What follows belongs to an exercise in optimizing a design on an open flow for small area, a short achievable clock period and few clock cycles; a production flow would make more cautious choices. Only simulation tests tie the RTL to the original design; equivalence was not proved. No activity file was given, so power comes from the tool's default toggle rates.

Design alu, start of the top module:
module alu(
    input logic clk,
    input logic rst,
    input logic in_alu,
    input logic[31:0] operand1,
    input logic[31:0] operand2,
    input logic [5:0]operation,
    input logic[5:0]op,
    input logic [4:0]shamt,
    output logic[31:0] result,
    output logic out_alu
);
==> flow/config.mk <==
export PLATFORM = sky130hd
export DESIGN_NAME = alu
export DESIGN_NICKNAME = alu
export VERILOG_FILES = /design/flow/design.v
export SDC_FILE = /design/flow/constraint.sdc
export NUM_CORES = 4
export LEC_CHECK = 0
export ABC_AREA = 1
export CAP_MARGIN = 20
export CORE_MARGIN = 2
export CORE_UTILIZATION = 40
export PLACE_DENSITY = 0.6
export SLEW_MARGIN = 20
==> flow/constraint.sdc <==
create_clock -name core_clock -period 11.0 [get_ports {clk}]
set_input_delay 2.2000 -clock core_clock [delete_from_list [all_inputs] [get_ports {clk}]]
set_output_delay 2.2000 -clock core_clock [all_outputs]
set_load 0.01 [all_outputs]
standard.sh (not shown) runs the stock make flow with config.mk's settings and CLKGATE_MAP_FILE= SYNTH_SCRIPT=/design/flow/synth_recipe.tcl, a recipe that flattens the netlist after the stock synthesis.
==> flow/flow/run.sh <==
#!/bin/bash
export BUFFER_PORTS_ARGS="-buffer_cell sky130_fd_sc_hd__buf_1"
export SETUP_SLACK_MARGIN=5.75
bash standard.sh > standard.log 2>&1
The baseline passed the timing, design-rule and antenna checks.
Testbench counts at the start, summed over its fixed seeds: cycles 4,604.
Next try:
--- a/flow/flow/run.sh
+++ b/flow/flow/run.sh
@@ -3 +3 @@
-export SETUP_SLACK_MARGIN=5.75
+export SETUP_SLACK_MARGIN=5.5
PLACE_DENSITY = 0.7   (was 0.6)
Outcome: Design area decreases by 2.9%. Final cell count is about the same. Utilization drops by 1.4 points. Hold slack improved by 0.013 ns. Wire length drops by 6.6%. Clock power decreases by about 3%. Maximum frequency went up by 1.2%.

---

alu, a different RTL version from the one above (not shown whole).
For scale: roughly 2600 cells after synthesis, roughly 78 flip-flops, ~15000 um^2 of cells after synthesis.
==> flow/config.mk <==
export PLATFORM = sky130hd
export DESIGN_NAME = alu
export DESIGN_NICKNAME = alu
export VERILOG_FILES = /design/flow/design.v
export SDC_FILE = /design/flow/constraint.sdc
export NUM_CORES = 4
export LEC_CHECK = 0
export ABC_AREA = 1
export CAP_MARGIN = 20
export CORE_MARGIN = 2
export CORE_UTILIZATION = 60
export PLACE_DENSITY = 0.75
export SETUP_SLACK_MARGIN = 5
export SLEW_MARGIN = 20
==> flow/constraint.sdc <==
create_clock -name core_clock -period 11.0 [get_ports {clk}]
set_input_delay 2.2000 -clock core_clock [delete_from_list [all_inputs] [get_ports {clk}]]
set_output_delay 2.2000 -clock core_clock [all_outputs]
set_load 0.01 [all_outputs]
run.sh (not shown) runs the stock make flow with config.mk's settings and CLKGATE_MAP_FILE= SYNTH_SCRIPT=/design/flow/synth_recipe.tcl, a recipe that flattens the netlist after the stock synthesis.
Stock flow here: none of the scripts above is used.
The baseline finished clean.
Testbench counts at the start, summed over its fixed seeds: cycles 4,604.
Next try:
Settings changed: ABC_AREA 1 to default, ABC_CLOCK_PERIOD_IN_PS from default to 4000, CORE_UTILIZATION 60 to 40, PLACE_DENSITY 0.75 to 0.6.
After rerunning: The changed run passed the timing, design-rule and antenna checks. Sequential power rose by 16%. Synthesized area increases by about 16%. Power increases by about 2.6%. Clock power drops by about 2%. Wire length increases by 9.7%.

---

RTL: one of the versions met above, not the one the previous note started from.
==> flow/config.mk <==
export PLATFORM = sky130hd
export DESIGN_NAME = alu
export DESIGN_NICKNAME = alu
export VERILOG_FILES = /design/flow/design.v
export SDC_FILE = /design/flow/constraint.sdc
export NUM_CORES = 4
export LEC_CHECK = 0
export ABC_AREA = 1
export CAP_MARGIN = 20
export CORE_MARGIN = 2
export CORE_UTILIZATION = 40
export PLACE_DENSITY = 0.6
export SETUP_SLACK_MARGIN = 5
export SLEW_MARGIN = 20
export TNS_END_PERCENT = 0
==> flow/constraint.sdc <==
create_clock -name core_clock -period 11.0 [get_ports {clk}]
set_input_delay 2.2000 -clock core_clock [delete_from_list [all_inputs] [get_ports {clk}]]
set_output_delay 2.2000 -clock core_clock [all_outputs]
set_load 0.01 [all_outputs]
The first run went through all stages and came out clean.
Testbench counts at the start, summed over its fixed seeds: cycles 4,604.
Rerun with:
--- a/flow/config.mk
+++ b/flow/config.mk
@@ -13,3 +13,2 @@
 export SETUP_SLACK_MARGIN = 5
 export SLEW_MARGIN = 20
-export TNS_END_PERCENT = 0
Result: Hold slack stays flat. Design area came out higher by 0.58%. Critical path depth came out higher by 5. Total power came out higher by 0.51%. Via count came out higher by 0.32%. Clock power stays flat.
Rerun with:
==> flow/flow/run.sh (new file) <==
#!/bin/bash
export BUFFER_PORTS_ARGS="-buffer_cell sky130_fd_sc_hd__buf_1"
export SETUP_SLACK_MARGIN=5.5
bash standard.sh > standard.log 2>&1
==> flow/standard.sh (new file) <==
#!/bin/bash
# synth_recipe.tcl (not shown) runs the flow's synth.tcl, then flattens the netlist and writes it again
# the make line also repeats each setting of config.mk as NAME=value (left out here)
make -C /OpenROAD-flow-scripts/flow DESIGN_CONFIG=/design/flow/config.mk WORK_HOME=/design/flow/orfs CLKGATE_MAP_FILE= SYNTH_SCRIPT=/design/flow/synth_recipe.tcl "${@:-finish}"
--- a/flow/config.mk
+++ b/flow/config.mk
@@ -10,5 +10,6 @@
 export CORE_MARGIN = 2
 export CORE_UTILIZATION = 40
+export CTS_CLUSTER_DIAMETER = 100
+export CTS_CLUSTER_SIZE = 40
 export PLACE_DENSITY = 0.6
-export SETUP_SLACK_MARGIN = 5
 export SLEW_MARGIN = 20
removed: flow/run.sh
Result: The new run went through all stages and came out clean; power rises by about 0.66%; worst setup slack gets better by 0.39 ns; maximum frequency went up by about 7%; final area hardly moves.
Rerun with:
--- a/flow/config.mk
+++ b/flow/config.mk
@@ -9,7 +9,6 @@
 export CAP_MARGIN = 20
 export CORE_MARGIN = 2
-export CORE_UTILIZATION = 40
-export CTS_CLUSTER_DIAMETER = 100
-export CTS_CLUSTER_SIZE = 40
+export CORE_UTILIZATION = 45
+export GPL_ROUTABILITY_DRIVEN = 0
 export PLACE_DENSITY = 0.6
 export SLEW_MARGIN = 20
After rerunning:
- via count grows by 1.7%
- synthesized area is unchanged
- hold slack loses 0.033 ns
- worst setup slack is better by 0.021 ns
- final cell count came out lower by 2.0%
- cell area fell by 0.47%
- die area is lower by 11%

---

The RTL this note starts from:
==> flow/design.v <==
module alu(
    input logic clk,
    input logic rst,
    input logic in_alu,
    input logic[31:0] operand1,
    input logic[31:0] operand2,
    input logic [5:0]operation,
    input logic[5:0]op,
    input logic [4:0]shamt,
    output logic[31:0] result,
    output logic out_alu
);
localparam logic [1:0] ST_IDLE = 2'd0, ST_MUL = 2'd1, ST_DINIT = 2'd2, ST_DIV = 2'd3;
logic [1:0]  st;
logic [4:0]  cnt;
logic [31:0] rem;      
logic [4:0]  bdr;      
logic        swp;      
wire [31:0] A = operand1;
wire [31:0] B = operand2;
wire [3:0]  oc = operation[3:0];
wire op_add = (oc == 4'd13);
wire op_sub = (oc == 4'd1);
wire op_lt  = (oc == 4'd4);
wire op_gt  = (oc == 4'd5);
wire op_eq  = (oc == 4'd6);
wire op_sll = (oc == 4'd2);
wire op_srl = (oc == 4'd3);
wire op_sra = (oc == 4'd7);
wire op_rol = (oc == 4'd8) | (oc == 4'd10);
wire op_ror = (oc == 4'd9);
wire op_mul = (oc == 4'd11);
wire op_div = (oc == 4'd12);
wire op_cmp = op_lt | op_gt | op_eq;
wire idle    = (st == ST_IDLE);
wire s_mul   = (st == ST_MUL);
wire s_dinit = (st == ST_DINIT);
wire s_div   = (st == ST_DIV);
function automatic [7:0] sign_groups(input [31:0] x);
    logic z, o;
    z = ~x[31];
    o = x[31];
    sign_groups[7] = 1'b1;
    for (int g = 6; g >= 0; g--) begin
        z = z & ~(|x[4*g+3 +: 4]);
        o = o & (&x[4*g+3 +: 4]);
        sign_groups[g] = z | o;
    end
endfunction
function automatic [4:0] group_bits(input [31:0] x, input [2:0] g);
    logic [32:0] xe;
    xe = {x, 1'b0};
    group_bits = xe[{g, 2'b00} +: 5];
endfunction
function automatic [7:0] top_group(input [31:0] x, input [7:0] sgn);
    logic [32:0] xe;
    logic [4:0] b;
    logic [2:0] t;
    xe = {x, 1'b0};
    b = 5'd0;
    t = 3'd0;
    for (int g = 0; g < 8; g++)
        if (sgn[g] & ((g == 0) | ~sgn[(g == 0) ? 0 : g-1])) begin
            b = b | xe[4*g +: 5];
            t = t | g[2:0];
        end
    top_group = {t, b};
endfunction
wire [7:0] sga = sign_groups(A);
wire [7:0] sgb = sign_groups(B);
wire [7:0] tga = top_group(A, sga);
wire [7:0] tgb = top_group(B, sgb);
wire       swp_n = |(sga & ~sgb);     
wire [2:0] t0 = swp_n ? tga[7:5] : tgb[7:5];
wire [4:0] bd0 = swp_n ? tga[4:0] : tgb[4:0];
wire [31:0] dsrc  = swp ? A : B;
wire [31:0] mcand = rem;
function automatic [32:0] booth_pp(input [2:0] d, input [31:0] a);
    logic one, two, neg;
    logic [31:0] m;
    one = d[1] ^ d[0];
    two = (d[2] & ~d[1] & ~d[0]) | (~d[2] & d[1] & d[0]);
    neg = d[2];
    m = one ? a : (two ? {a[30:0], 1'b0} : 32'd0);
    booth_pp = {neg, m ^ {32{neg}}};
endfunction
wire [32:0] pplo = booth_pp(bdr[2:0], mcand);
wire [32:0] pphi = booth_pp(bdr[4:2], mcand);
wire [31:0] mx = {result[27:0], 1'b0, pphi[32], 1'b0, pplo[32]};
wire [31:0] my = pplo[31:0];
wire [31:0] mz = {pphi[29:0], 2'b00};
wire [31:0] csa_s = mx ^ my ^ mz;
wire [31:0] csa_c = {(mx[30:0] & my[30:0]) | (mx[30:0] & mz[30:0]) | (my[30:0] & mz[30:0]), 1'b0};
wire do_sub = s_div ? ~rem[31] : (~s_mul & ~op_add);
wire [31:0] ax = s_mul ? csa_s : (s_div ? {rem[30:0], result[31]} : A);
wire [31:0] ay = s_mul ? csa_c : (B ^ {32{do_sub}});
wire [31:0] pp = ax ^ ay;
wire [31:0] gg = ax & ay;
logic [31:0] pg [0:5];
logic [31:0] gl [0:5];
assign gl[0] = {gg[31:1], gg[0] | (pp[0] & do_sub)};
assign pg[0] = {pp[31:1], 1'b0};
genvar lv, bi;
generate for (lv = 0; lv < 5; lv++) begin : g_lv
    for (bi = 0; bi < 32; bi++) begin : g_bi
        if (((bi >> lv) & 1) == 1) begin : g_op
            localparam integer J = ((bi >> lv) << lv) - 1;
            assign gl[lv+1][bi] = gl[lv][bi] | (pg[lv][bi] & gl[lv][J]);
            assign pg[lv+1][bi] = pg[lv][bi] & pg[lv][J];
        end else begin : g_pass
            assign gl[lv+1][bi] = gl[lv][bi];
            assign pg[lv+1][bi] = pg[lv][bi];
        end
    end
end endgenerate
wire [32:0] asum = {gl[5][31], pp ^ {gl[5][30:0], do_sub}};
wire borrow = ~asum[32];             
wire eq = &pp;                       
wire lt = borrow;
wire gt = ~borrow & ~eq;
wire cmp_bit = (op_lt & lt) | (op_gt & gt) | (op_eq & eq);
wire left = s_dinit | op_sll | op_rol;
wire [4:0] samt = s_dinit ? ~cnt : shamt;
wire [4:0] n = left ? (~samt + 5'd1) : samt;
wire [63:0] rr = {A, A} >> n;
wire [31:0] rot = rr[31:0];
logic [31:0] m;
genvar gj;
generate for (gj = 0; gj < 32; gj++) begin : g_mask
    assign m[gj] = left ? (5'(gj) >= samt) : ((6'(gj) + {1'b0, samt}) <= 6'd31);
end endgenerate
wire is_rot = op_rol | op_ror;
wire [31:0] shv = is_rot ? rot : ((rot & m) | (~m & {32{op_sra & A[31]}}));
function automatic [5:0] bitlen(input [31:0] x);
    bitlen = 6'd0;
    for (int j = 0; j < 32; j++) if (x[j]) bitlen = j[5:0] + 6'd1;
endfunction
wire [5:0] sdiff = bitlen(A) - bitlen(B);
logic [31:0] res_n;
logic        out_n;
logic [1:0]  st_n;
logic [4:0]  cnt_n;
always_comb begin
    res_n = asum[31:0];
    out_n = 1'b0;
    st_n  = st;
    cnt_n = cnt - 5'd1;
    case (st)
    ST_IDLE: begin
        out_n = 1'b1;
        if (op_cmp) res_n = {31'd0, cmp_bit};
        else if (op_mul) begin
            res_n = 32'd0;
            out_n = 1'b0;
            st_n = ST_MUL;
            cnt_n = {2'b00, t0};
        end else if (op_div) begin
            res_n = 32'd0;
            out_n = lt;
            st_n = lt ? ST_IDLE : ST_DINIT;
            cnt_n = sdiff[4:0];
        end else if (!(op_add | op_sub)) res_n = shv;
    end
    ST_MUL: begin
        if (cnt[2:0] == 3'd0) begin
            out_n = 1'b1;
            st_n = ST_IDLE;
        end
    end
    ST_DINIT: begin
        res_n = shv;           
        cnt_n = cnt;
        st_n = ST_DIV;
    end
    default: begin
        res_n = {result[30:0], ~asum[31]};
        if (cnt == 5'd0) begin
            out_n = 1'b1;
            st_n = ST_IDLE;
        end
    end
    endcase
end
always_ff @(posedge clk) begin
    result <= res_n;
    cnt <= cnt_n;
    if (idle)         rem <= swp_n ? B : A;
    else if (s_dinit) rem <= rot & ~m;
    else if (s_div)   rem <= asum[31:0];
    bdr <= idle ? bd0 : group_bits(dsrc, cnt[2:0] - 3'd1);
    swp <= idle ? swp_n : swp;
    if (rst | ~in_alu) begin
        st <= ST_IDLE;
        out_alu <= 1'b0;
    end else begin
        st <= st_n;
        out_alu <= out_n;
    end
end
endmodule
clock: 11.0 ns
lec_check: 0
abc_area: 1
cap_margin: 20
core_margin: 2
core_utilization: 40
place_density: 0.6
setup_slack_margin: 5
slew_margin: 20
standard.sh (not shown) runs the stock make flow with config.mk's settings and CLKGATE_MAP_FILE= SYNTH_SCRIPT=/design/flow/synth_recipe.tcl, a recipe that flattens the netlist after the stock synthesis.
==> flow/flow/run.sh <==
#!/bin/bash
# The standard layout (standard.sh: unchanged synthesis, steps and
# constraints); only the cell used to buffer each input and output port is
# chosen here (a plain buffer instead of the default delay buffer).
export BUFFER_PORTS_ARGS="-buffer_cell sky130_fd_sc_hd__buf_2"
bash standard.sh > standard.log 2>&1
The starting point produced a clean layout.
Testbench counts at the start, summed over its fixed seeds: cycles 4,604.
Edit:
==> flow/run.sh (new file) <==
#!/bin/bash
# synth_recipe.tcl (not shown) runs the flow's synth.tcl, then flattens the netlist and writes it again
# the make line also repeats each setting of config.mk as NAME=value (left out here)
make -C /OpenROAD-flow-scripts/flow DESIGN_CONFIG=/design/flow/config.mk WORK_HOME=/design/flow/orfs CLKGATE_MAP_FILE= SYNTH_SCRIPT=/design/flow/synth_recipe.tcl finish
- ABC_CLOCK_PERIOD_IN_PS: unset -> 6000
removed: flow/flow/run.sh
removed: flow/standard.sh
The new run completed without violations.
Via count hardly moves.
Power rises by about 4%.
Sequential power stays flat.
Die area stays the same.
Combinational power climbs by about 3%.
Wire length fell by about 2.1%.
Edit:
==> flow/flow/run.sh (new file) <==
#!/bin/bash
# The standard layout (standard.sh: unchanged synthesis, steps and
# constraints); only the cell used to buffer each input and output port is
# chosen here (a plain buffer instead of the default delay buffer).
export BUFFER_PORTS_ARGS="-buffer_cell sky130_fd_sc_hd__buf_1"
bash standard.sh > standard.log 2>&1
==> flow/standard.sh (new file) <==
#!/bin/bash
# synth_recipe.tcl (not shown) runs the flow's synth.tcl, then flattens the netlist and writes it again
# the make line also repeats each setting of config.mk as NAME=value (left out here)
make -C /OpenROAD-flow-scripts/flow DESIGN_CONFIG=/design/flow/config.mk WORK_HOME=/design/flow/orfs CLKGATE_MAP_FILE= SYNTH_SCRIPT=/design/flow/synth_recipe.tcl "${@:-finish}"
- ABC_CLOCK_PERIOD_IN_PS: 6000 -> unset
removed: flow/run.sh
The changed run completed with no timing, DRC or antenna violations.
Maximum frequency grows slightly.
Design area shrinks by a few percent.
Power shrinks by a few percent.
Combinational power shrinks by a few percent.
Routed wire length hardly moves.
Non-clock buffer count grows by 3.
Count of clock-buffer cells in the layout shrinks by 1.
Area after synthesis is unchanged.
Via count grows slightly.
Edit:
==> flow/flow/run.sh (replaced) <==
#!/bin/bash
export BUFFER_PORTS_ARGS="-buffer_cell sky130_fd_sc_hd__buf_1"
export SETUP_SLACK_MARGIN=5.5
bash standard.sh > standard.log 2>&1
- PLACE_DENSITY: 0.6 -> 0.5
- SETUP_SLACK_MARGIN: 5 -> unset
=> The new run passed the timing, design-rule and antenna checks. Synthesized cell count stays the same. Design area is higher by a few percent. Wire length increases by a few percent. Non-clock buffer count came out higher by 14. Power increases by a few percent. Critical path depth is higher by 9. Hold slack is worse by 13 ps. Die area stays the same. Via count came out lower slightly. First-iteration DRC count goes down by about a fifth.

[what the ideal ports hide]
In the flow no input, the clock included, has a driving cell. The finished layouts below were timed again as built, in two steps. Step 1 sets driving cells, clkbuf_16 on the clock port and buf_2 on the other inputs (assumed; they add their load-dependent delay and slew). Step 2, shift: input delay + t, output delay - t, t = (earliest + latest rising clock arrival at the registers) / 2. This alone moves slack from input paths to output paths. Slacks: ideal / step 1 / step 2; pairs: ideal / step 1.
run | shift t [ns] | slack for setup (ns) | worst setup path at the end
the first run of note 1 | 0.411 | 5.371 / 5.363 / 4.952 | input to register
the second run of note 1 | 0.410 | 5.437 / 5.433 / 5.023 | input to register
the first run of note 2 | 0.411 | 4.988 / 5.009 / 4.598 | input to register
the second run of note 2 | 0.418 | 5.063 / 5.092 / 4.673 | input to register
the first run of note 3 | 0.416 | 4.789 / 4.810 / 4.394 | input to register
the second run of note 3 | 0.415 | 5.099 / 5.127 / 4.712 | input to register
the third run of note 3 | 0.404 | 5.486 / 5.496 / 5.092 | input to register
the fourth run of note 3 | 0.414 | 5.507 / 5.506 / 5.092 | input to register
the first run of note 4 | 0.413 | 5.092 / 5.125 / 4.712 | input to register
the second run of note 4 | 0.415 | 5.099 / 5.127 / 4.712 | input to register
the third run of note 4 | 0.412 | 5.162 / 5.189 / 4.777 | input to register
the fourth run of note 4 | 0.419 | 5.394 / 5.421 / 5.002 | input to register
After both steps setup and hold are still met in every run listed. For the first run of note 1, which loses most, drivers alone change the setup slack by -0.008 ns; drivers and shift together by -0.419 ns.
